This design comes from an exercise in tuning for small area on the open sky130 flow, not from production work. Function was checked by simulation only, so behaviour that the tests miss may differ from the original. No activity file was given, so power comes from the tool's default toggle rates.

==> design/flow/design.v <==
module top_RISCV #(
    parameter n = 10,
    parameter m = 32
)(
    input wire clk,
    input wire rst,
    output wire [n-1:0] addr,
    output wire [m-1:0] write_data,
    output wire memwr,
    input wire [31:0] read_data,
    output wire [31:0] PC,
    input wire [31:0] instr
);
reg  [2:0]  ph;          
reg         clr;         
reg  [31:1] pc_q;        
reg  [27:0] sr;          
reg  [11:0] lk;          
reg  [9:0]  addr_q;      
reg  [4:0]  rd_w;        
reg         we_w, ld_w, jl_w;
reg         cy, lc, neq;
assign PC = {pc_q, 1'b0};
assign addr = addr_q;
wire [6:0] op = instr[6:0];
wire is_b    = op[6] & ~op[2];
wire is_jalr = op[6] & op[2] & ~op[3];
wire is_jal  = op[6] & op[3];
wire is_r    = ~op[6] & op[5] & op[4];
wire is_i    = ~op[6] & ~op[5] & op[4];
wire is_ld   = ~op[6] & ~op[5] & ~op[4];
wire is_st   = ~op[6] & op[5] & ~op[4];
wire is_jl   = is_jal | is_jalr;
wire wr_rd   = is_r | is_i | is_ld | is_jl;
reg [31:0] imm;
always @* begin
    if (is_st)      imm = {{20{instr[31]}}, instr[31:25], instr[11:7]};
    else if (is_b)  imm = {{20{instr[31]}}, instr[7], instr[30:25], instr[11:8], 1'b0};
    else if (is_jal) imm = {{12{instr[31]}}, instr[19:12], instr[20], instr[30:21], 1'b0};
    else            imm = {{20{instr[31]}}, instr[31:20]};
end
wire [31:0] pc_full = {pc_q, 1'b0};
wire [3:0] immn = imm[ph*4 +: 4];
wire [3:0] pcn  = pc_full[ph*4 +: 4];
wire [2:0] rph  = ph + 3'd5;
wire [3:0] rdn  = read_data[rph*4 +: 4];
wire [3:0] tap [0:31];
assign tap[0] = 4'b0;
wire [3:0] wd;
genvar r;
generate
    for (r = 1; r < 32; r = r + 1) begin : g_reg
        reg [31:0] q;
        wire we = clr | (we_w & (rd_w == r));
        always @(posedge clk)
            q <= {q[3:0], q[31:24], we ? wd : q[23:20], q[19:4]};
        assign tap[r] = q[3:0];
    end
endgenerate
wire [3:0] rs1n = tap[instr[19:15]];
wire [3:0] rs2n = tap[instr[24:20]];
wire sub   = is_r & instr[30];
wire logic_op = ~op[6] & op[4] & instr[14];
wire [3:0] A = (is_b | is_jal) ? pcn : rs1n;
wire [3:0] B = is_r ? rs2n : immn;
wire cin = (ph == 3'd0) ? sub : cy;
wire [4:0] sum = A + (B ^ {4{sub}}) + cin;
wire [3:0] res = logic_op ? (instr[12] ? (A & B) : (A | B)) : sum[3:0];
wire [4:0] lsum = pcn + ((ph == 3'd0) ? 4'd4 : {3'b0, lc});
wire ne_now = |(rs1n ^ rs2n);
wire taken = is_b & ~((neq | ne_now) ^ instr[12]);
wire jump = is_jl | taken;
assign wd = clr ? 4'b0 : ld_w ? rdn : jl_w ? lk[11:8] : sr[19:16];
assign write_data = {rs2n, sr};
assign memwr = is_st & (ph == 3'd7) & ~clr;
always @(posedge clk) begin
    cy  <= sum[4];
    lc  <= lsum[4];
    neq <= (ph != 3'd0 & neq) | ne_now;
    sr  <= {is_st ? rs2n : res, sr[27:4]};
    lk  <= {lk[7:0], is_jl ? lsum[3:0] : res};
    if (ph == 3'd2) begin
        addr_q <= {res[1:0], lk[3:0], lk[7:4]};
        rd_w <= instr[11:7];
        we_w <= wr_rd & ~clr;
        ld_w <= is_ld;
        jl_w <= is_jl;
    end
end
always @(posedge clk or posedge rst) begin
    if (rst) begin
        ph <= 3'd0;
        clr <= 1'b1;
        pc_q <= 31'b0;
    end else begin
        ph <= ph + 3'd1;
        if (ph == 3'd7) begin
            clr <= 1'b0;
            if (!clr)
                pc_q <= jump ? {res, sr[27:1]} : {pc_q[31:2] + 30'd1, pc_q[1]};
        end
    end
end
endmodule
==> design/flow/run.sh <==
#!/bin/bash
# synth_recipe.tcl (not shown) runs the flow's synth.tcl, then flattens the netlist and writes it again
# the make line also repeats each setting of config.mk as NAME=value (left out here)
make -C /OpenROAD-flow-scripts/flow DESIGN_CONFIG=/design/flow/config.mk WORK_HOME=/design/flow/orfs CLKGATE_MAP_FILE= SYNTH_SCRIPT=/design/flow/synth_recipe.tcl finish
==> design/flow/config.mk <==
export PLATFORM = sky130hd
export DESIGN_NAME = top_RISCV
export DESIGN_NICKNAME = top_RISCV
export VERILOG_FILES = /design/flow/design.v
export SDC_FILE = /design/flow/constraint.sdc
export NUM_CORES = 8
export LEC_CHECK = 0
export ABC_AREA = 1
export CAP_MARGIN = 20
export CORE_MARGIN = 2
export CORE_UTILIZATION = 40
export SLEW_MARGIN = 20
==> design/flow/constraint.sdc <==
create_clock -name core_clock -period 20.0 [get_ports {clk}]
set_input_delay 4.0000 -clock core_clock [delete_from_list [all_inputs] [get_ports {clk}]]
set_output_delay 4.0000 -clock core_clock [all_outputs]
set_load 0.01 [all_outputs]
==> results of run 1 <==
[through the flow]
stage	setup slack, ps	instance area [um^2]	hold WS [ps]
after floorplan	10940	29600	310
after global placement	8700	32000	310
after detailed placement	8700	32000	312
after CTS	8690	35700	304
after global routing	8720	35700	309
final	8750	35700	303
[power groups by stage]
stage	clock network, mW	registers (mW)	logic (mW)
global placement	0	2.42	0.341
floorplan	0	2.40	0.140
finish	2.01	2.38	0.345
detailed placement	0	2.42	0.343
global route	2.14	2.38	0.373
CTS	2.05	2.38	0.346
[cell type report]
| type | count | area share (%) |
|---|---|---|
| clock buffer | 135 | 8.07 |
| clock inverter | 52 | 2.08 |
| inverter | 167 | 1.76 |
| multi-input combinational | 1431 | 18.5 |
| sequential | 1088 | 62.1 |
| tap | 959 | 3.37 |
| timing repair buffer | 154 | 4.18 |
[per-layer routing]
metal / up-vias / track usage, % / share of wire (%)
li1: 9235 / - / -
met1: 8968 / 26.6 / 45
met2: 732 / 32.7 / 46
met3: 169 / 3.91 / 5.8
met4: 6 / 7.58 / 3.3
met5: - / 0 / 0.053
[cell families (layout without fill, tap and decap cells)]
group                    Yosys count  in the layout
other                              1              1
buffers and inverters            237            508
adder cells (fa/ha/maj)           13             13
AND/OR/NAND/NOR                 1132           1132
XOR/XNOR                          32             32
AO/OA/AOI/OAI                    249            249
multiplexers                       4              4
flip-flops                      1088           1088
[critical path: cells and delay by family]
| family | cells | cell delay [ps] |
|---|---|---|
| buffers and inverters | 3 | 1560 |
| and+or+nand+nor | 9 | 1660 |
[flip-flops by register name, indices dropped and copies added, names as in the netlist]
signal  count
neq         1
ph          3
jl_w        1
sr         28
lk         12
addr_q     10
g.q       992
pc_q       31
rd_w        5
we_w        1
lc          1
cy          1
clr         1
ld_w        1
[worst paths after layout]
kind	slack, ps	endpoint	startpoint	depth (start not counted)
max	8750	write_data[29]	instr[21]	12
min	300	g_reg[11].q[22]	g_reg[11].q[26]	0
max reg2reg	15450	pc_q[29]	ph[0]	15
min reg2reg	300	g_reg[11].q[22]	g_reg[11].q[26]	0
max in group asynchronous	15850	clr	rst	3
min in group asynchronous	3790	pc_q[12]	rst	3
[cell usage in the layout (no fill, tap or decap), drive strengths merged, types with 2 or more instances in the layout]
cell and n:
dfxtp 1035, nand2 626, nor2 221, o21ai 183, nand3 174, inv 171
clkdlybuf4s50 135, clkbuf 135, nand4 76, dfrtp 34, a21oi 31, nor3 30
xor2 25, clkinv 25, buf 19, edfxtp 18, bufinv 14, ha 11
clkinvlp 9, o211ai 8, xnor2 7, o221ai 5, a22oi 4, o32ai 4
mux2i 4, o22ai 3, or2 3, o31ai 3, o2111ai 2, a31oi 2
fa 2
==> run notes, run 1 <==
status: no timing/DRC/antenna violations
slowest CP cell: clkdlybuf4s50_1
CP startpoint kind: input pin
CTS Buffer Depth: 3
footprint of the multi-input gates: 6580 um^2
Period Utilization, post-route: 56.3%
IO Pins: 141
fillers: 6,545
GPL Wtd Cong: 0.918
CTS buffer count: 100
Syn Nets: 2,835
Yosys reg bits: 1,088
WP data required: 16,000 ps
num rows: 99
sw power: 1.10 mW
Layout area overhead: 20.3%
clock skew: 33.4 ps
yosys warns: 1
CTS tree: built
synth cell count leaders: dfxtp_1 (1,035), nand2_1 (624), nor2_1 (216)
Die ar.: 76,300 um^2
clk latency of the worst-skew pair: 670 ps
crit-path max FO: 9
Synth Area in XOR/XNOR: 0.945%
Setup TNS: 0 ps
Max H-tree Level: 3
# placed instances: 3,798
Avg Inst Size Synth: 10.8 um^2
Post-synth EDFFs: 18
Worst Setup End Kind: output pin
hold buffer count at CTS: 0
Worst-path clk slew: 60 ps
crit-path cells: clkdlybuf4s50_1, nand2_2, nor2_1, nand2_1, inv_1, nand2_1, nand2_1, nor2_1, nand2_1, nor2_1, nand3_1, clkdlybuf4s50_1
Register Area: 22,100 um^2
simple-gate share of the synthesized area: 16.0%
drt total wl: 77,200 um
Worst-Margin Slew: 1110 ps
power density over cell area: 133 nW/um^2
post-route antenna net violation count: 0
CP peak stage delay: 830 ps
post-synth top area share: 69.9%
Hold Crit Class: register to register
grt ovf: 0
core area: 73,200 um^2
Compound-Gate Fraction of Synth Area: 4.54%
die width: 276 um
NumNets Final: 3,021
Int Pwr: 3.63 mW
clk sinks: 1,088
proportion of synthesized area in mux cells: 0.135%
largest family of logic cells by synthesized area: simple AND/OR/NAND/NOR gates
Period minus WS final: 11,250 ps
Reg power frac: 50.2%
post-CTS setup buffer count: 0
fin. max-slew vios: 0
Sw Share: 23.2%
Pre-antenna DRT Iters: 5
DPL Wire Length: 53,900 um
final core occ: 48.7%
Avg WL per Cell: 19.4 um
RSZ-0062 raised after global routing: false
Post-Synthesis Cell Area: 29,600 um^2
max-capacitance violation count: 0
maximum number of pins on one net before global-route repair: 62
register area share after synthesis: 74.7%
crit path DAT: 7250 ps
post_cts resized: 0
vias in the first global route: 19.1k
Starting DRT DRC Count: 1,684
Fin. Hold Viols: 0
Leak: 15.2 nW
Cells after Synth: 2,756
Peak VDD IR: 0.0891 mV
Final setup viols: 0
Root Driver: clkbuf_16
Die Span Y: 276 um
crit path kind: input pin to output pin
total power: 4.73 mW
IO buf count: 137
FFs w/ async S/R, synth: 3.22%
via count: 19.1k
adder-cell area share of the yosys netlist: 0.599%
vias per std cell: 4.79
largest cells by area after synthesis: dfxtp_1 (70%), nand2_1 (7.9%), o21ai_0 (3.1%)
slew margin rel.: 26.0%
logic gate share of total power: 7.3%
initial antenna violation count: 4
first-pass GRT wire length: 116,000 um
GRT Resource Usage Total: 20.1%
CP dominant cell by count: nand2_1
top cell type by total area after synthesis: dfxtp_1
Initial Util: 40.5%
Clk pwr share: 42.5%
Max Freq: 0.0889 GHz
ys flop type: dfxtp_1
count of different cell masters after synthesis: 45
most common cell in the netlist: dfxtp_1
Diodes inserted: 0
# DRC: 0
Cell Count, Final, Fillers Out: 3,986
share of layout cells above drive strength 1: 6.90%
==> run 2, diff against run 1 <==
--- a/design/flow/design.v
+++ b/design/flow/design.v
@@ -20,3 +20,3 @@
 reg  [4:0]  rd_w;        
-reg         we_w, ld_w, jl_w;
+reg         we_w, ld_w;
 reg         cy, lc, neq;
@@ -72,3 +72,3 @@
 wire jump = is_jl | taken;
-assign wd = clr ? 4'b0 : ld_w ? rdn : jl_w ? lk[11:8] : sr[19:16];
+assign wd = clr ? 4'b0 : ld_w ? rdn : lk[11:8];
 assign write_data = {rs2n, sr};
@@ -86,3 +86,2 @@
         ld_w <= is_ld;
-        jl_w <= is_jl;
     end
--- a/design/flow/config.mk
+++ b/design/flow/config.mk
@@ -11,2 +11,5 @@
 export CORE_UTILIZATION = 40
+export CTS_BUF_LIST = sky130_fd_sc_hd__clkbuf_8
+export CTS_CLUSTER_DIAMETER = 80
+export CTS_CLUSTER_SIZE = 16
 export SLEW_MARGIN = 20
==> run 2 against run 1 <==
Sequential share of layout area rose by 4.7 points. Clock power fell by 49%. Global-route usage fell by 0.29 points. Wire length fell by 2.3%. Design area fell by 7.1%. Final cell count fell by 3.8%. Synthesized area fell by 0.63%. Die area fell by 0.62%. Synthesized cell count fell by 2.4%. Critical path type unchanged. Critical endpoint is now write_data[31]. Largest cell class unchanged. Highest routed layer is now met4.
==> run notes, run 2 <==
status: no timing/DRC/antenna violations (unchanged)
post-synth top area share: 70.3% (was 69.9%)
NumNets Final: 2,935 (was 3,021)
largest reg by FF count: g.q (unchanged)
most frequent cells in the layout: dfxtp_1 (1,035), nand2_1 (618), nor2_1 (199) (was dfxtp_1 (1,035), nand2_1 (624), nor2_1 (215))
Final setup viols: 0 (unchanged)
vias in the first global route: 17.8k (was 19.1k)
Worst Setup End Kind: output pin (unchanged)
post-route antenna net violation count: 0 (unchanged)
Layout area overhead: 12.4% (was 20.3%)
yosys warns: 1 (unchanged)
clk latency of the worst-skew pair: 720 ps (was 670 ps)
Die ar.: 75,800 um^2 (was 76,300 um^2)
power density over cell area: 113 nW/um^2 (was 133 nW/um^2)
slew margin rel.: 32.7% (was 26.0%)
Fin. Hold Viols: 0 (unchanged)
CP startpoint kind: input pin (unchanged)
Syn Nets: 2,769 (was 2,835)
commonest non-fill, non-tap cell in the layout: dfxtp_1 (unchanged)
CTS tree: built (unchanged)
# placed instances: 3,734 (was 3,798)
top cell type by total area after synthesis: dfxtp_1 (unchanged)
Worst-Margin Slew: 1010 ps (was 1110 ps)
drt total wl: 75,500 um (was 77,200 um)
crit-path max FO: 22 (was 9)
Period minus WS final: 11,370 ps (was 11,250 ps)
IO buf count: 137 (unchanged)
Reg2Reg Depth: 13 (was 15)
critical path startpoint: instr[24] (was instr[21])
core area: 73,000 um^2 (was 73,200 um^2)
Starting DRT DRC Count: 1,638 (was 1,684)
Yosys reg bits: 1,087 (was 1,088)
Avg WL per Cell: 19.7 um (was 19.4 um)
Initial Util: 40.4% (was 40.5%)
Peak VDD IR: 0.0947 mV (was 0.0891 mV)
clock skew: 45.6 ps (was 33.4 ps)
Cells after Synth: 2,690 (was 2,756)
FFs w/ async S/R, synth: 3.22% (about the same)
WP data required: 16,000 ps (about the same)
Die Span Y: 275 um (was 276 um)
Avg Inst Size Synth: 11.0 um^2 (was 10.8 um^2)
initial antenna violation count: 8 (was 4)
die width: 275 um (was 276 um)
Max Freq: 0.0880 GHz (was 0.0889 GHz)
IO Pins: 141 (unchanged)
ys flop type: dfxtp_1 (unchanged)
# DRC: 0 (unchanged)
crit path kind: input pin to output pin (unchanged)
via count: 18.5k (was 19.1k)
Setup TNS: 0 ps (unchanged)
max reg flops: 992 (unchanged)
CTS buffer count: 79 (was 100)
Max H-tree Level: 3 (unchanged)
synth cell count leaders: dfxtp_1 (1,035), nand2_1 (618), nor2_1 (202) (was dfxtp_1 (1,035), nand2_1 (624), nor2_1 (216))
crit path DAT: 7370 ps (was 7250 ps)
hold buffer count at CTS: 0 (unchanged)
Hold Crit Class: register to register (unchanged)
most common cell in the netlist: dfxtp_1 (unchanged)
DPL Wire Length: 53,200 um (was 53,900 um)
RR Startpoint: ph[1] (was ph[0])
Pre-antenna DRT Iters: 6 (was 5)
Largest regs: g.q x992, pc_q x31, sr x28 (unchanged)
crit path to: write_data[31] (was write_data[29])
max-capacitance violation count: 0 (unchanged)
register area share after synthesis: 75.0% (was 74.7%)
RSZ-0062 raised after global routing: false (unchanged)
maximum number of pins on one net before global-route repair: 61 (was 62)
worst reg-to-reg setup slack: 15,330 ps (was 15,450 ps)
vias per std cell: 4.82 (was 4.79)
Period Utilization, post-route: 56.8% (was 56.3%)
Post-Synthesis Cell Area: 29,500 um^2 (was 29,600 um^2)
clk sinks: 1,087 (was 1,088)
GPL Wtd Cong: 0.959 (was 0.918)
grt ovf: 0 (unchanged)
fin. max-slew vios: 0 (unchanged)
Worst-path clk slew: 90 ps (was 60 ps)
share of layout cells above drive strength 1: 4.87% (was 6.90%)
CTS Buffer Depth: 3 (unchanged)
Root Driver: clkbuf_8 (was clkbuf_16)
Post-synth EDFFs: 17 (was 18)
fillers: 6,715 (was 6,545)
GRT Resource Usage Total: 19.8% (was 20.1%)
post-CTS setup buffer count: 0 (unchanged)
Cell Count, Final, Fillers Out: 3,835 (was 3,986)
Reg2Reg Capture Point: lk[1] (was pc_q[29])
Leak: 14.0 nW (was 15.2 nW)
post_cts resized: 0 (unchanged)
largest cells by area after synthesis: dfxtp_1 (70%), nand2_1 (7.9%), o21ai_0 (3.2%) (was dfxtp_1 (70%), nand2_1 (7.9%), o21ai_0 (3.1%))
count of different cell masters after synthesis: 48 (was 45)
num rows: 99 (unchanged)
first-pass GRT wire length: 111,000 um (was 116,000 um)
-- run 2: cell types whose count changed after synthesis, moves of 9 or more --
cell | before | now
nand3_1 | 173 | 152
inv_1 | 162 | 120
o21ai_0 | 182 | 191
nor3_1 | 30 | 14
nor2_1 | 216 | 202
-- run 2: routing by layer --
| layer | up-vias | global-route usage [%] | share of wire, % |
|---|---|---|---|
| li1 | 8959 | - | - |
| met5 | - | 0 | 0 |
| met2 | 609 | 30.9 | 45 |
| met1 | 8796 | 28.3 | 47 |
| met4 | 0 | 5.86 | 2.5 |
| met3 | 115 | 3.21 | 5.8 |
-- run 2: area by class of cell --
type / count / area (um^2) / share of cell area, %
Sequential cell: 1087 / 22100 / 66.8
Multi-Input combinational cell: 1404 / 6570 / 19.8
Timing Repair Buffer: 155 / 1500 / 4.53
Tap cell: 959 / 1200 / 3.62
Clock buffer: 79 / 1090 / 3.28
Inverter: 129 / 484 / 1.46
Clock inverter: 18 / 150 / 0.453
Antenna cell: 4 / 10.0 / 0.0302
-- run 2: where the power goes --
group	switching [mW]	internal, mW	total [mW]
sequential	0.0981	2.27	2.37
clock	0.641	0.381	1.02
combinational	0.196	0.162	0.358
total	0.936	2.81	3.75
-- run 2: cells by family after synthesis --
kind of cell,synth area share [%]
adder cells (fa/ha/maj),0.603
flip-flops,75.0
XOR/XNOR,0.981
AND/OR/NAND/NOR,15.9
AO/OA/AOI/OAI,4.69
buffers and inverters,2.68
multiplexers,0.136
other,0.0127
-- run 2: how the worst min path moves through the flow --
| stage | startpoint | end | depth (start not counted) |
|---|---|---|---|
| after floorplan | g_reg[10].q[4] | g_reg[10].q[0] | 0 |
| after global placement | g_reg[11].q[28] | g_reg[11].q[24] | 0 |
| after detailed placement | g_reg[21].q[16] | g_reg[21].q[12] | 0 |
| after CTS | g_reg[7].q[10] | g_reg[7].q[6] | 0 |
| after global routing | g_reg[7].q[10] | g_reg[7].q[6] | 0 |
| final | g_reg[7].q[10] | g_reg[7].q[6] | 0 |
-- run 2: through the flow --
| step | utilization, % | hold WS (ps) | setup slack, ps | instance area [um^2] | power [mW] |
|---|---|---|---|---|---|
| 4_1_cts | 45.4 | 291 | 8580 | 33100 | 3.79 |
| 3_5_place_dp | 43.7 | 312 | 8580 | 31900 | 2.77 |
| 5_1_grt | 45.4 | 305 | 8560 | 33100 | 3.91 |
| 2_1_floorplan | - | 310 | 11040 | 29500 | 2.55 |
| 6_report | 45.4 | 300 | 8630 | 33100 | 3.75 |
| 3_3_place_gp | 43.7 | 310 | 8640 | 31900 | 2.77 |
-- run 2: worst max-delay path, stage by stage --
cell and delay, ps:
clkdlybuf4s50_1 450, buf_4 300, inv_1 480, nand2_1 400, nor2_1 140, nand2_1 80, nand2_1 50, nor2_1 190
nand2_1 90, nor2_1 360, nand2_1 240, clkdlybuf4s50_1 540
==> run 3, diff against run 2 <==
--- a/design/flow/design.v
+++ b/design/flow/design.v
@@ -46,4 +46,4 @@
 wire [3:0] rdn  = read_data[rph*4 +: 4];
-wire [3:0] tap [0:31];
-assign tap[0] = 4'b0;
+wire [127:0] taps;    
+assign taps[3:0] = 4'b0;
 wire [3:0] wd;
@@ -53,10 +53,32 @@
         reg [31:0] q;
-        wire we = clr | (we_w & (rd_w == r));
+        wire we  = we_w & (rd_w == r);
+        wire web = ~(we | clr);
         always @(posedge clk)
-            q <= {q[3:0], q[31:24], we ? wd : q[23:20], q[19:4]};
-        assign tap[r] = q[3:0];
+            q <= {q[3:0], q[31:24], ({4{we}} & wd) | ({4{web}} & q[23:20]), q[19:4]};
+        assign taps[4*r +: 4] = q[3:0];
     end
 endgenerate
-wire [3:0] rs1n = tap[instr[19:15]];
-wire [3:0] rs2n = tap[instr[24:20]];
+function [3:0] rd_port(input [4:0] a, input [127:0] t);
+    reg [7:0] s;
+    reg [3:0] g0, g1, g2, g3;
+    integer i;
+    begin
+        s = 8'b1 << a[2:0];
+        g0 = 4'b0; g1 = 4'b0; g2 = 4'b0; g3 = 4'b0;
+        for (i = 0; i < 8; i = i + 1) begin
+            g0 = g0 | ({4{s[i]}} & t[4*i +: 4]);
+            g1 = g1 | ({4{s[i]}} & t[32 + 4*i +: 4]);
+            g2 = g2 | ({4{s[i]}} & t[64 + 4*i +: 4]);
+            g3 = g3 | ({4{s[i]}} & t[96 + 4*i +: 4]);
+        end
+        case (a[4:3])
+            2'd0: rd_port = g0;
+            2'd1: rd_port = g1;
+            2'd2: rd_port = g2;
+            default: rd_port = g3;
+        endcase
+    end
+endfunction
+wire [3:0] rs1n = rd_port(instr[19:15], taps);
+wire [3:0] rs2n = rd_port(instr[24:20], taps);
 wire sub   = is_r & instr[30];
@@ -72,3 +94,3 @@
 wire jump = is_jl | taken;
-assign wd = clr ? 4'b0 : ld_w ? rdn : lk[11:8];
+assign wd = ld_w ? rdn : lk[11:8];
 assign write_data = {rs2n, sr};
@@ -84,3 +106,2 @@
         rd_w <= instr[11:7];
-        we_w <= wr_rd & ~clr;
         ld_w <= is_ld;
@@ -93,4 +114,7 @@
         pc_q <= 31'b0;
+        we_w <= 1'b0;
     end else begin
         ph <= ph + 3'd1;
+        if (ph == 3'd2)
+            we_w <= wr_rd & ~clr;
         if (ph == 3'd7) begin
==> design/flow/flow/run.sh (new file) <==
#!/bin/bash
# Layout flow: ORFS's own steps, with three changes that only affect how the
# layout is built: a different ABC mapping script in synthesis (registers are
# mapped before ABC, exactly as in the standard synthesis), the smallest buffer
# for the port buffers, and clock tree settings (leaf clustering, no dummy loads).
# Each tool's output goes to a log file in the work folder (orfs/logs/... for
# the ORFS steps).
set -euo pipefail
W=$(pwd)
F=$W/flow
{
  printf 'proc abc {args} {\n  set i [lsearch $args -script]\n  if {$i >= 0} { lset args [expr {$i + 1}] %s }\n  yosys abc {*}$args\n}\n' "$F/abc.script"
  cat "$W/synth_recipe.tcl"
} > "$W/own_synth.tcl"
. "$F/settings.sh"
make -C "$FLOW_HOME" DESIGN_CONFIG="$W/config.mk" WORK_HOME="$W/orfs" CLKGATE_MAP_FILE= \
  SYNTH_SCRIPT="$W/own_synth.tcl" \
  "BUFFER_PORTS_ARGS=$BUFFER_PORTS_ARGS" \
  "CTS_ARGS=$CTS_ARGS" \
  finish > "$W/make.log" 2>&1
R=$W/orfs/results/$FLOW_PLATFORM/top_RISCV/base
: # left out here: write the final layout as DEF
==> design/flow/flow/abc.script (new file) <==
strash
&get -n
&dch -f
&nf -R 1000
&put
topo
==> design/flow/flow/settings.sh (new file) <==
BUFFER_PORTS_ARGS="-buffer_cell sky130_fd_sc_hd__buf_1"
CTS_ARGS="-sink_clustering_enable -repair_clock_nets -dont_use_dummy_load -buf_list sky130_fd_sc_hd__clkbuf_8 -sink_clustering_size 16 -sink_clustering_max_diameter 80"
==> design/flow/standard.sh (new file) <==
#!/bin/bash
# synth_recipe.tcl (not shown) runs the flow's synth.tcl, then flattens the netlist and writes it again
# the make line also repeats each setting of config.mk as NAME=value (left out here)
make -C /OpenROAD-flow-scripts/flow DESIGN_CONFIG=/design/flow/config.mk WORK_HOME=/design/flow/orfs CLKGATE_MAP_FILE= SYNTH_SCRIPT=/design/flow/synth_recipe.tcl "${@:-finish}"
--- a/design/flow/config.mk
+++ b/design/flow/config.mk
@@ -11,5 +11,2 @@
 export CORE_UTILIZATION = 40
-export CTS_BUF_LIST = sky130_fd_sc_hd__clkbuf_8
-export CTS_CLUSTER_DIAMETER = 80
-export CTS_CLUSTER_SIZE = 16
 export SLEW_MARGIN = 20
removed: design/flow/run.sh
==> run 3 against run 2 <==
Still clean. Register-to-register slack improved by 490 ps. Die area decreased by 6.6%. Design area decreased by 8.1%. Sequential share of layout area increased by 5.9 points. Largest cell class unchanged. Highest routed layer is now met5.
==> run notes, run 3 <==
final core occ: 44.5% (was 45.4%)
ys flop type: dfxtp_1 (unchanged)
Syn Nets: 1,948 (was 2,769)
CTS Buffer Depth: 3 (unchanged)
Max Freq: 0.0910 GHz (was 0.0880 GHz)
clk latency of the worst-skew pair: 690 ps (was 720 ps)
RR Startpoint: ph[0] (was ph[1])
worst hold margin: 294 ps (was 300 ps)
via count: 15.1k (was 18.5k)
Root Driver: clkbuf_8 (unchanged)
Largest regs: g.q x992, pc_q x31, sr x28 (unchanged)
Period Utilization, post-route: 55.0% (was 56.8%)
top cell type by total area after synthesis: dfxtp_1 (unchanged)
Worst-Margin Slew: 974 ps (was 1010 ps)
power density over cell area: 120 nW/um^2 (was 113 nW/um^2)
CP startpoint kind: input pin (unchanged)
largest reg by FF count: g.q (unchanged)
most frequent cells in the layout: dfxtp_1 (1,035), buf_1 (137), a22o_1 (135) (was dfxtp_1 (1,035), nand2_1 (618), nor2_1 (199))
crit-path cells: buf_1, and3b_1, a22o_1, a221oi_1, a31oi_1, a211oi_1, a21oi_1, buf_1 (was clkdlybuf4s50_1, buf_4, inv_1, nand2_1, nor2_1, nand2_1, nand2_1, nor2_1, nand2_1, nor2_1, nand2_1, clkdlybuf4s50_1)
register area share after synthesis: 80.4% (was 75.0%)
Reg2Reg Capture Point: lk[2] (was lk[1])
clk sinks: 1,087 (unchanged)
GRT Resource Usage Total: 17.3% (was 19.8%)
Avg WL per Cell: 20.7 um (was 19.7 um)
RSZ-0062 raised after global routing: false (unchanged)
crit-path max FO: 16 (was 22)
GPL Wtd Cong: 0.909 (was 0.959)
most common cell in the netlist: dfxtp_1 (unchanged)
crit path kind: input pin to output pin (unchanged)
Register Area: 22,100 um^2 (about the same)
post_cts resized: 0 (unchanged)
Yosys reg bits: 1,087 (unchanged)
die width: 266 um (was 275 um)
Die Span Y: 266 um (was 275 um)
worst reg-to-reg setup slack: 15,820 ps (was 15,330 ps)
largest cells by area after synthesis: dfxtp_1 (75%), a22o_1 (4.3%), dfrtp_1 (3.2%) (was dfxtp_1 (70%), nand2_1 (7.9%), o21ai_0 (3.2%))
Reg2Reg Depth: 13 (unchanged)
vias per std cell: 5.07 (was 4.82)
Hold Crit Class: register to register (unchanged)
# DRC: 0 (unchanged)
CP dominant cell by count: buf_1 (was nand2_1)
worst path buffer plus inverter count: 2 (was 4)
synth cell count leaders: dfxtp_1 (1,035), a22o_1 (135), nor2_1 (110) (was dfxtp_1 (1,035), nand2_1 (618), nor2_1 (202))
IO buf count: 137 (unchanged)
status: no timing/DRC/antenna violations (unchanged)
CP peak stage delay: 790 ps (was 540 ps)
FFs w/ async S/R, synth: 3.31% (was 3.22%)
max reg flops: 992 (unchanged)
Worst Setup End Kind: output pin (unchanged)
hold buffer count at CTS: 0 (unchanged)
commonest non-fill, non-tap cell in the layout: dfxtp_1 (unchanged)
Final setup viols: 0 (unchanged)
fillers: 6,104 (was 6,715)
core area: 68,300 um^2 (was 73,000 um^2)
Setup TNS: 0 ps (unchanged)
Crit path max-delay family: compound AO/OA/AOI/OAI gates (was buffers and inverters)
initial antenna violation count: 4 (was 8)
Leak: 11.8 nW (was 14.0 nW)
crit path DAT: 6990 ps (was 7370 ps)
Fin. Hold Viols: 0 (unchanged)
Peak VDD IR: 0.0822 mV (was 0.0947 mV)
Worst Hold Endpoint: g_reg[7].q[14] (was g_reg[7].q[6])
vias in the first global route: 14.5k (was 17.8k)
Post-synth EDFFs: 16 (was 17)
post-synth top area share: 75.3% (was 70.3%)
share of layout cells above drive strength 1: 5.85% (was 4.87%)
Pre-antenna DRT Iters: 7 (was 6)
slew margin rel.: 34.8% (was 32.7%)
Avg Inst Size Synth: 14.7 um^2 (was 11.0 um^2)
drt total wl: 61,800 um (was 75,500 um)
Layout area overhead: 10.6% (was 12.4%)
NumNets Final: 2,183 (was 2,935)
CTS tree: built (unchanged)
WP data required: 16,000 ps (about the same)
post-route antenna net violation count: 0 (unchanged)
Initial Util: 40.2% (was 40.4%)
Max H-tree Level: 3 (unchanged)
max-capacitance violation count: 0 (unchanged)
Cells after Synth: 1,869 (was 2,690)
Worst-path clk slew: 90 ps (about the same)
Starting DRT DRC Count: 1,513 (was 1,638)
clock skew: 85.9 ps (was 45.6 ps)
num rows: 96 (was 99)
Hold Path Depth: 0 (unchanged)
fin. max-slew vios: 0 (unchanged)
post-CTS setup buffer count: 0 (unchanged)
IO Pins: 141 (unchanged)
yosys warns: 1 (unchanged)
footprint of the multi-input gates: 5420 um^2 (was 6570 um^2)
DPL Wire Length: 41,300 um (was 53,200 um)
Period minus WS final: 10,990 ps (was 11,370 ps)
first-pass GRT wire length: 91,600 um (was 111,000 um)
Post-Synthesis Cell Area: 27,500 um^2 (was 29,500 um^2)
CTS buffer count: 78 (was 79)
slowest CP cell: and3b_1 (was clkdlybuf4s50_1)
Die ar.: 70,900 um^2 (was 75,800 um^2)
HP Start: g_reg[7].q[18] (was g_reg[7].q[10])
count of different cell masters after synthesis: 46 (was 48)
grt ovf: 0 (unchanged)
maximum number of pins on one net before global-route repair: 44 (was 61)
run 3: cell count changes after synthesis, sizes merged, moves of 104 or more:
cell   delta
nor2    -104
nand2   -536
nand3   -116
a22o    +135
o21ai   -149
inv     -124
run 3: layer usage:
layer | GRT usage (%) | part of all wire [%]
met2 | 26.9 | 45
met4 | 6.64 | 3.4
met5 | 0 | 0.044
met1 | 23.9 | 46
met3 | 3.30 | 5.5
run 3: cell type report:
| class | count | area share, % |
|---|---|---|
| Tap cell | 882 | 3.63 |
| Timing Repair Buffer | 156 | 2.16 |
| Inverter | 14 | 0.173 |
| Clock buffer | 78 | 3.53 |
| Multi-Input combinational cell | 767 | 17.8 |
| Antenna cell | 3 | 0.0247 |
| Sequential cell | 1087 | 72.7 |
run 3: cell families after synthesis:
| logic type | count (synthesis) | synth area share [%] |
|---|---|---|
| AND/OR/NAND/NOR | 306 | 5.04 |
| multiplexers | 49 | 2.46 |
| XOR/XNOR | 41 | 1.31 |
| buffers and inverters | 15 | 0.218 |
| AO/OA/AOI/OAI | 356 | 9.91 |
| flip-flops | 1087 | 80.4 |
| adder cells (fa/ha/maj) | 14 | 0.682 |
| other | 1 | 0.0136 |
run 3: per-stage QoR:
step           worst slack [ps]  power, mW  instance area [um^2]  instances
3_3_place_gp               9110       2.73                 29300       2906
2_1_floorplan             10170       2.58                 27500       1869
4_1_cts                    9080       3.69                 30400       2984
6_report                   9010       3.65                 30400       2987
3_5_place_dp               9080       2.74                 29300       2906
5_1_grt                    9000       3.81                 30400       2985
run 3: worst max path at each step:
stage	from	end	slack [ps]	depth (start not counted)
finish	instr[20]	write_data[31]	9010	8
detailed placement	instr[20]	write_data[31]	9080	8
floorplan	instr[20]	write_data[31]	10170	6
global placement	instr[20]	write_data[31]	9110	7
global route	instr[20]	write_data[31]	9000	8
CTS	instr[20]	write_data[31]	9080	8
run 3: power breakdown:
group | total (mW) | switching, mW | internal, mW
clock | 0.962 | 0.611 | 0.351
combinational | 0.292 | 0.179 | 0.113
sequential | 2.40 | 0.106 | 2.29
==> run 4, diff against run 3 <==
--- a/design/flow/design.v
+++ b/design/flow/design.v
@@ -34,11 +34,17 @@
 wire wr_rd   = is_r | is_i | is_ld | is_jl;
-reg [31:0] imm;
+reg [3:0] immn;
+wire sgn = instr[31];
 always @* begin
-    if (is_st)      imm = {{20{instr[31]}}, instr[31:25], instr[11:7]};
-    else if (is_b)  imm = {{20{instr[31]}}, instr[7], instr[30:25], instr[11:8], 1'b0};
-    else if (is_jal) imm = {{12{instr[31]}}, instr[19:12], instr[20], instr[30:21], 1'b0};
-    else            imm = {{20{instr[31]}}, instr[31:20]};
+    case (ph)
+        3'd0: immn = is_st ? instr[10:7] : is_b ? {instr[10:8], 1'b0} :
+                     is_jal ? {instr[23:21], 1'b0} : instr[23:20];
+        3'd1: immn = (is_st | is_b) ? {instr[27:25], instr[11]} : instr[27:24];
+        3'd2: immn = is_b ? {instr[7], instr[30:28]} :
+                     is_jal ? {instr[20], instr[30:28]} : instr[31:28];
+        3'd3: immn = is_jal ? instr[15:12] : {4{sgn}};
+        3'd4: immn = is_jal ? instr[19:16] : {4{sgn}};
+        default: immn = {4{sgn}};
+    endcase
 end
 wire [31:0] pc_full = {pc_q, 1'b0};
-wire [3:0] immn = imm[ph*4 +: 4];
 wire [3:0] pcn  = pc_full[ph*4 +: 4];
==> design/flow/flow/abc.script (replaced) <==
strash
&get -n
&deepsyn -T 60
&dch -f
&nf -R 1000
&put
topo
==> run 4 against run 3 <==
Synthesized cell count down 2.3%. Final cell count down 1.9%. Power down 0.52%. First-iteration DRC count up 14%. Sequential share of layout area up 1.4 points. Synthesized area down 1.8%. Design area down 1.9%. Flip-flop and latch count unchanged. Maximum frequency up 2.3%. Via count down 0.44%. Critical path type unchanged. Largest cell class unchanged.
==> run notes, run 4 <==
status: no timing/DRC/antenna violations (unchanged)
Leak: 11.5 nW (was 11.8 nW)
logic gate share of total power: 7.2% (was 8.0%)
Post-Synthesis Cell Area: 27,000 um^2 (was 27,500 um^2)
pre-CTS setup slack: 9080 ps (about the same)
final core occ: 44.5% (about the same)
CP dominant cell by count: buf_1 (unchanged)
Sw Share: 24.4% (was 24.5%)
synth cell count leaders: dfxtp_1 (1,035), a22o_1 (133), nor2_1 (112) (was dfxtp_1 (1,035), a22o_1 (135), nor2_1 (110))
# DRC: 0 (unchanged)
num rows: 95 (was 96)
count of different cell masters after synthesis: 47 (was 46)
Pre-antenna DRT Iters: 14 (was 7)
CTS tree: built (unchanged)
met3 usage: 4.17% (was 3.30%)
CTS Buffer Depth: 3 (unchanged)
DPL Wire Length: 41,300 um (about the same)
fillers: 6,054 (was 6,104)
Worst Setup End Kind: output pin (unchanged)
Layout area overhead: 10.5% (was 10.6%)
RSZ-0062 raised after global routing: false (unchanged)
via count: 15.1k (about the same)
IO Pins: 141 (unchanged)
worst path buffer plus inverter count: 3 (was 2)
Setup TNS: 0 ps (unchanged)
crit path kind: input pin to output pin (unchanged)
ys flop type: dfxtp_1 (unchanged)
FFs w/ async S/R, synth: 3.31% (unchanged)
Post-synth EDFFs: 16 (unchanged)
GPL Wtd Cong: 0.936 (was 0.909)
commonest non-fill, non-tap cell in the layout: dfxtp_1 (unchanged)
Reg power frac: 66.3% (was 65.6%)
Yosys reg bits: 1,087 (unchanged)
crit path DAT: 6740 ps (was 6990 ps)
grt ovf: 0 (unchanged)
Final WS setup: 9260 ps (was 9010 ps)
post_cts resized: 0 (unchanged)
post-synth top area share: 76.7% (was 75.3%)
NumNets Final: 2,140 (was 2,183)
CP peak stage delay: 720 ps (was 790 ps)
Int Pwr: 2.75 mW (was 2.76 mW)
gr busiest metal: met2 (unchanged)
slowest CP cell: nor3b_2 (was and3b_1)
Initial Util: 40.3% (was 40.2%)
Crit path max-delay family: simple AND/OR/NAND/NOR gates (was compound AO/OA/AOI/OAI gates)
sw power: 0.887 mW (was 0.896 mW)
clock skew: 76.6 ps (was 85.9 ps)
max-capacitance violation count: 0 (unchanged)
die width: 264 um (was 266 um)
Final setup viols: 0 (unchanged)
first-pass GRT wire length: 91,700 um (was 91,600 um)
post-route antenna net violation count: 0 (unchanged)
Fin. Hold Viols: 0 (unchanged)
WP data required: 16,000 ps (about the same)
Clk pwr share: 26.5% (was 26.3%)
crit-path cells: buf_1, nor3b_2, buf_4, a22oi_1, nand4_1, a221oi_1, a21oi_1, and3_1, buf_1 (was buf_1, and3b_1, a22o_1, a221oi_1, a31oi_1, a211oi_1, a21oi_1, buf_1)
most common cell in the netlist: dfxtp_1 (unchanged)
largest reg by FF count: g.q (unchanged)
Max Freq: 0.0931 GHz (was 0.0910 GHz)
Die ar.: 69,600 um^2 (was 70,900 um^2)
drt total wl: 62,200 um (was 61,800 um)
most frequent cells in the layout: dfxtp_1 (1,035), buf_1 (137), a22o_1 (133) (was dfxtp_1 (1,035), buf_1 (137), a22o_1 (135))
yosys warns: 1 (unchanged)
Max H-tree Level: 3 (unchanged)
Root Driver: clkbuf_8 (unchanged)
top cell type by total area after synthesis: dfxtp_1 (unchanged)
Syn Nets: 1,907 (was 1,948)
Starting DRT DRC Count: 1,728 (was 1,513)
GRT Resource Usage Total: 17.7% (was 17.3%)
Hold Crit Class: register to register (unchanged)
register area share after synthesis: 81.9% (was 80.4%)
vias in the first global route: 14.7k (was 14.5k)
Worst-Margin Slew: 901 ps (was 974 ps)
IO buf count: 137 (unchanged)
CTS buffer count: 78 (unchanged)
core area: 67,000 um^2 (was 68,300 um^2)
Peak VDD IR: 0.0755 mV (was 0.0822 mV)
Worst-path clk slew: 90 ps (about the same)
met1 Resource Use GR: 24.5% (was 23.9%)
Die Span Y: 264 um (was 266 um)
Avg Inst Size Synth: 14.8 um^2 (was 14.7 um^2)
CP startpoint kind: input pin (unchanged)
Period minus WS final: 10,740 ps (was 10,990 ps)
max reg flops: 992 (unchanged)
post-CTS setup buffer count: 0 (unchanged)
clk latency of the worst-skew pair: 700 ps (was 690 ps)
maximum number of pins on one net before global-route repair: 60 (was 44)
Cells after Synth: 1,826 (was 1,869)
slew margin rel.: 39.9% (was 34.8%)
M2 GR Usage: 27.2% (was 26.9%)
worst hold margin: 276 ps (was 294 ps)
share of layout cells above drive strength 1: 5.25% (was 5.85%)
fin. max-slew vios: 0 (unchanged)
hold buffer count at CTS: 0 (unchanged)
Avg WL per Cell: 21.2 um (was 20.7 um)
power density over cell area: 122 nW/um^2 (was 120 nW/um^2)
initial antenna violation count: 5 (was 4)
Largest regs: g.q x992, pc_q x31, sr x28 (unchanged)
Period Utilization, post-route: 53.7% (was 55.0%)
largest cells by area after synthesis: dfxtp_1 (77%), a22o_1 (4.3%), dfrtp_1 (3.2%) (was dfxtp_1 (75%), a22o_1 (4.3%), dfrtp_1 (3.2%))
vias per std cell: 5.14 (was 5.07)
total power: 3.63 mW (was 3.65 mW)
crit-path max FO: 9 (was 16)
clk sinks: 1,087 (unchanged)
==> run 4: cell types whose count changed after synthesis, moves of 10 or more <==
cell      before  now
mux2i_1       27    3
and3_1         7   36
or2_0          1   13
nand2_1       86   47
xor2_1        21    5
mux4_2        14    0
o22ai_1        1   24
a21oi_1       46   62
a22oi_1       38   19
a221oi_1      15   31
nor3_1        14    4
==> run 4: final cells by class <==
type                    count  area, um^2  share of cell area (%)
diodes                      1        2.50                 0.00839
repair buffers            154         642                    2.15
clock buffers              78        1070                    3.60
well taps                 873        1090                    3.66
flip-flops and latches   1087       22100                    74.1
multi-input cells         717        4850                    16.3
inverters                  21        78.8                   0.264
==> run 4: power groups by stage <==
stage,logic (mW),registers (mW),clock network (mW)
floorplan,0.121,2.44,0
global placement,0.255,2.45,0
detailed placement,0.259,2.46,0
CTS,0.260,2.41,1.00
global route,0.283,2.42,1.08
finish,0.261,2.41,0.963
==> run 4: through the flow <==
stage               cell area (um^2)  instances
finish                         29800       2931
global route                   29800       2931
CTS                            29800       2930
detailed placement             28800       2852
global placement               28800       2852
floorplan                      27000       1826
==> run 4: worst paths after layout <==
path                                  from         endpoint  slack (ps)  cells after the start
setup / recovery                 instr[21]   write_data[30]        9260                      9
max in group asynchronous              rst         pc_q[31]       16150                      3
hold / removal             g_reg[12].q[17]  g_reg[12].q[13]         280                      0
setup reg to reg                     ph[0]         pc_q[31]       15180                     20
min in group asynchronous              rst          pc_q[1]        3420                      3
hold reg to reg            g_reg[12].q[17]  g_reg[12].q[13]         280                      0
==> run 4: layer usage <==
layer / vias to the layer above / wire (um) / part of all wire, %
li1: 6898 / - / -
met1: 7281 / 28700 / 46
met2: 711 / 26600 / 43
met3: 180 / 4800 / 7.7
met4: 6 / 2010 / 3.2
met5: - / 34 / 0.055
==> run 4: kinds of logic (layout without fill, tap and decap cells) <==
group / count (synthesis) / in the layout / share of synthesized area [%]
buffers and inverters: 22 / 253 / 0.320
AND/OR/NAND/NOR: 285 / 285 / 5.05
multiplexers: 7 / 7 / 0.278
flip-flops: 1087 / 1087 / 81.9
AO/OA/AOI/OAI: 389 / 389 / 11.1
XOR/XNOR: 18 / 18 / 0.584
adder cells (fa/ha/maj): 17 / 17 / 0.825
other: 1 / 2 / 0.0139
==> run 5, diff against run 4 <==
==> design/flow/flow/settings.sh (replaced) <==
BUFFER_PORTS_ARGS="-buffer_cell sky130_fd_sc_hd__buf_1"
CTS_ARGS="-sink_clustering_enable -repair_clock_nets -dont_use_dummy_load -buf_list sky130_fd_sc_hd__clkbuf_8 -sink_clustering_size 20 -sink_clustering_max_diameter 60"
--- a/design/flow/config.mk
+++ b/design/flow/config.mk
@@ -10,3 +10,3 @@
 export CORE_MARGIN = 2
-export CORE_UTILIZATION = 40
+export CORE_UTILIZATION = 60
 export SLEW_MARGIN = 20
==> run 5 against run 4 <==
Register-to-register slack improved by 210 ps. Synthesized cell count unchanged. Core utilization increased by 22 points. Largest power group unchanged. Highest routed layer unchanged.
==> run notes, run 5 <==
Fin. Hold Viols: 0 (unchanged)
largest reg by FF count: g.q (unchanged)
power density over cell area: 121 nW/um^2 (was 122 nW/um^2)
share of layout cells above drive strength 1: 4.93% (was 5.25%)
Period minus WS final: 10,820 ps (was 10,740 ps)
via count: 14.6k (was 15.1k)
Leak: 11.5 nW (about the same)
crit path DAT: 6820 ps (was 6740 ps)
Yosys reg bits: 1,087 (unchanged)
IO Pins: 141 (unchanged)
GRT Resource Usage Total: 24.9% (was 17.7%)
Worst-Margin Slew: 1150 ps (was 901 ps)
CTS buffer count: 66 (was 78)
Die ar.: 46,700 um^2 (was 69,600 um^2)
Worst Setup End Kind: output pin (unchanged)
Worst-path clk slew: 110 ps (was 90 ps)
Cell Count, Final, Fillers Out: 2,642 (was 2,931)
Cells after Synth: 1,826 (unchanged)
most common cell in the netlist: dfxtp_1 (unchanged)
# DRC: 0 (unchanged)
Max Freq: 0.0924 GHz (was 0.0931 GHz)
num rows: 77 (was 95)
grt ovf: 0 (unchanged)
# placed instances: 2,575 (was 2,852)
GPL Wtd Cong: 0.896 (was 0.936)
Post-Synthesis Cell Area: 27,000 um^2 (unchanged)
hold buffer count at CTS: 0 (unchanged)
first-pass GRT wire length: 86,100 um (was 91,700 um)
Root Driver: clkbuf_8 (unchanged)
post_cts resized: 0 (unchanged)
max-capacitance violation count: 0 (unchanged)
maximum number of pins on one net before global-route repair: 60 (unchanged)
most frequent cells in the layout: dfxtp_1 (1,035), buf_1 (137), a22o_1 (133) (unchanged)
Starting DRT DRC Count: 1,308 (was 1,728)
Syn Nets: 1,907 (unchanged)
yosys warns: 1 (unchanged)
post-route antenna net violation count: 0 (unchanged)
CP startpoint kind: input pin (unchanged)
clk sinks: 1,087 (unchanged)
Pre-antenna DRT Iters: 8 (was 14)
crit path kind: input pin to output pin (unchanged)
status: no timing/DRC/antenna violations (unchanged)
slew margin rel.: 23.3% (was 39.9%)
top cell type by total area after synthesis: dfxtp_1 (unchanged)
Post-synth EDFFs: 16 (unchanged)
largest cells by area after synthesis: dfxtp_1 (77%), a22o_1 (4.3%), dfrtp_1 (3.2%) (unchanged)
Period Utilization, post-route: 54.1% (was 53.7%)
DPL Wire Length: 37,400 um (was 41,300 um)
Hold Crit Class: register to register (unchanged)
max reg flops: 992 (unchanged)
core area: 44,300 um^2 (was 67,000 um^2)
register area share after synthesis: 81.9% (unchanged)
initial antenna violation count: 3 (was 5)
vias in the first global route: 14.1k (was 14.7k)
Max H-tree Level: 3 (unchanged)
Die Span Y: 216 um (was 264 um)
fin. max-slew vios: 0 (unchanged)
count of different cell masters after synthesis: 47 (unchanged)
post-synth top area share: 76.7% (unchanged)
synth cell count leaders: dfxtp_1 (1,035), a22o_1 (133), nor2_1 (112) (unchanged)
IO buf count: 137 (unchanged)
Peak VDD IR: 0.0941 mV (was 0.0755 mV)
Initial Util: 60.9% (was 40.3%)
FFs w/ async S/R, synth: 3.31% (unchanged)
die width: 216 um (was 264 um)
vias per std cell: 5.54 (was 5.14)
post-CTS setup buffer count: 0 (unchanged)
CTS tree: built (unchanged)
Setup TNS: 0 ps (unchanged)
clock skew: 66.7 ps (was 76.6 ps)
commonest non-fill, non-tap cell in the layout: dfxtp_1 (unchanged)
Layout area overhead: 8.74% (was 10.5%)
CTS Buffer Depth: 3 (unchanged)
ys flop type: dfxtp_1 (unchanged)
NumNets Final: 2,132 (was 2,140)
Avg WL per Cell: 22.0 um (was 21.2 um)
drt total wl: 58,000 um (was 62,200 um)
Largest regs: g.q x992, pc_q x31, sr x28 (unchanged)
crit-path max FO: 16 (was 9)
WP data required: 16,000 ps (about the same)
Final setup viols: 0 (unchanged)
clk latency of the worst-skew pair: 670 ps (was 700 ps)
RSZ-0062 raised after global routing: false (unchanged)
Avg Inst Size Synth: 14.8 um^2 (unchanged)
[run 5: worst paths after layout]
path	start	end	slack, ps	depth (start not counted)
max in group asynchronous	rst	clr	16180	3
worst max register to register	ph[0]	pc_q[31]	15390	20
worst max-delay path	instr[22]	write_data[31]	9180	8
worst min register to register	g_reg[13].q[17]	g_reg[13].q[13]	300	0
worst min-delay path	g_reg[13].q[17]	g_reg[13].q[13]	300	0
min in group asynchronous	rst	we_w	3420	3
[run 5: power by group]
| group | internal, mW | switching, mW | total, mW |
|---|---|---|---|
| registers | 2.30 | 0.0939 | 2.39 |
| clock network | 0.300 | 0.589 | 0.889 |
| logic | 0.0969 | 0.161 | 0.257 |
| total | 2.70 | 0.844 | 3.54 |
[run 5: critical path: stages]
cell	delay [ps]
buf_1	500
and3b_1	890
a22oi_1	210
nand4_1	150
a221oi_1	90
a31oi_1	360
and3_1	420
buf_1	190
[run 5: kinds of logic (layout without fill, tap and decap cells)]
| group | after synthesis | after routing | synth area share [%] |
|---|---|---|---|
| xor gates and xnor gates | 18 | 18 | 0.584 |
| muxes | 7 | 7 | 0.278 |
| and+or+nand+nor | 285 | 285 | 5.05 |
| other | 1 | 2 | 0.0139 |
| DFF | 1087 | 1087 | 81.9 |
| adders and majority gates | 17 | 17 | 0.825 |
| AOI/OAI and AO/OA | 389 | 389 | 11.1 |
| buffers and inverters | 22 | 245 | 0.320 |
[run 5: area by class of cell]
type / count / area, um^2
Sequential cell: 1087 / 22100
Fill cell: 3298 / 15000
Multi-Input combinational cell: 717 / 4850
Clock buffer: 66 / 908
Tap cell: 592 / 741
Timing Repair Buffer: 158 / 672
Inverter: 21 / 78.8
Antenna cell: 1 / 2.50
[run 5: layer usage]
metal	track usage [%]	vias up	share of wire, %
met5	0	-	0.019
met4	8.90	2	2.9
met3	4.93	132	6.7
met2	37.1	551	42
met1	36.5	7065	48
li1	-	6895	-
[run 5: stage by stage]
| step | setup WS (ps) | area [um^2] | util (%) | hold slack, ps | power [mW] |
|---|---|---|---|---|---|
| CTS | 9320 | 29400 | 66.2 | 304 | 3.57 |
| finish | 9180 | 29400 | 66.2 | 304 | 3.54 |
| global route | 9160 | 29400 | 66.2 | 300 | 3.68 |
| floorplan | 10240 | 27000 | - | 310 | 2.56 |
| global placement | 9360 | 28400 | 64.2 | 310 | 2.69 |
| detailed placement | 9330 | 28400 | 64.2 | 312 | 2.70 |

## what the ideal ports hide
No port has a modelled driver above. Below, the same layouts with a new extraction and two added sets of constraints. Step 1 assumes that a clkbuf_16 drives the clock port and a buf_2 every other input. Step 2, shift: input delay + t, output delay - t, t = (earliest + latest rising clock arrival at the registers) / 2. This alone moves slack from input paths to output paths. Three values: ideal ports, drivers, drivers and shift; two values: the first two.
run | t, ns | setup slack, ns | pins driven straight from the clock port
run 1 | 0.714 | 8.748 / 8.725 / 8.725 | 1
run 2 | 0.754 | 8.635 / 8.611 / 8.611 | 1
run 3 | 0.703 | 9.008 / 8.982 / 8.982 | 1
run 4 | 0.714 | 9.256 / 9.125 / 9.125 | 1
run 5 | 0.690 | 9.181 / 9.151 / 9.151 | 1
After both steps every run listed still meets setup and hold. The setup slack of run 4, which loses most, moves by -0.131 ns with the drivers and by -0.131 ns with both steps.
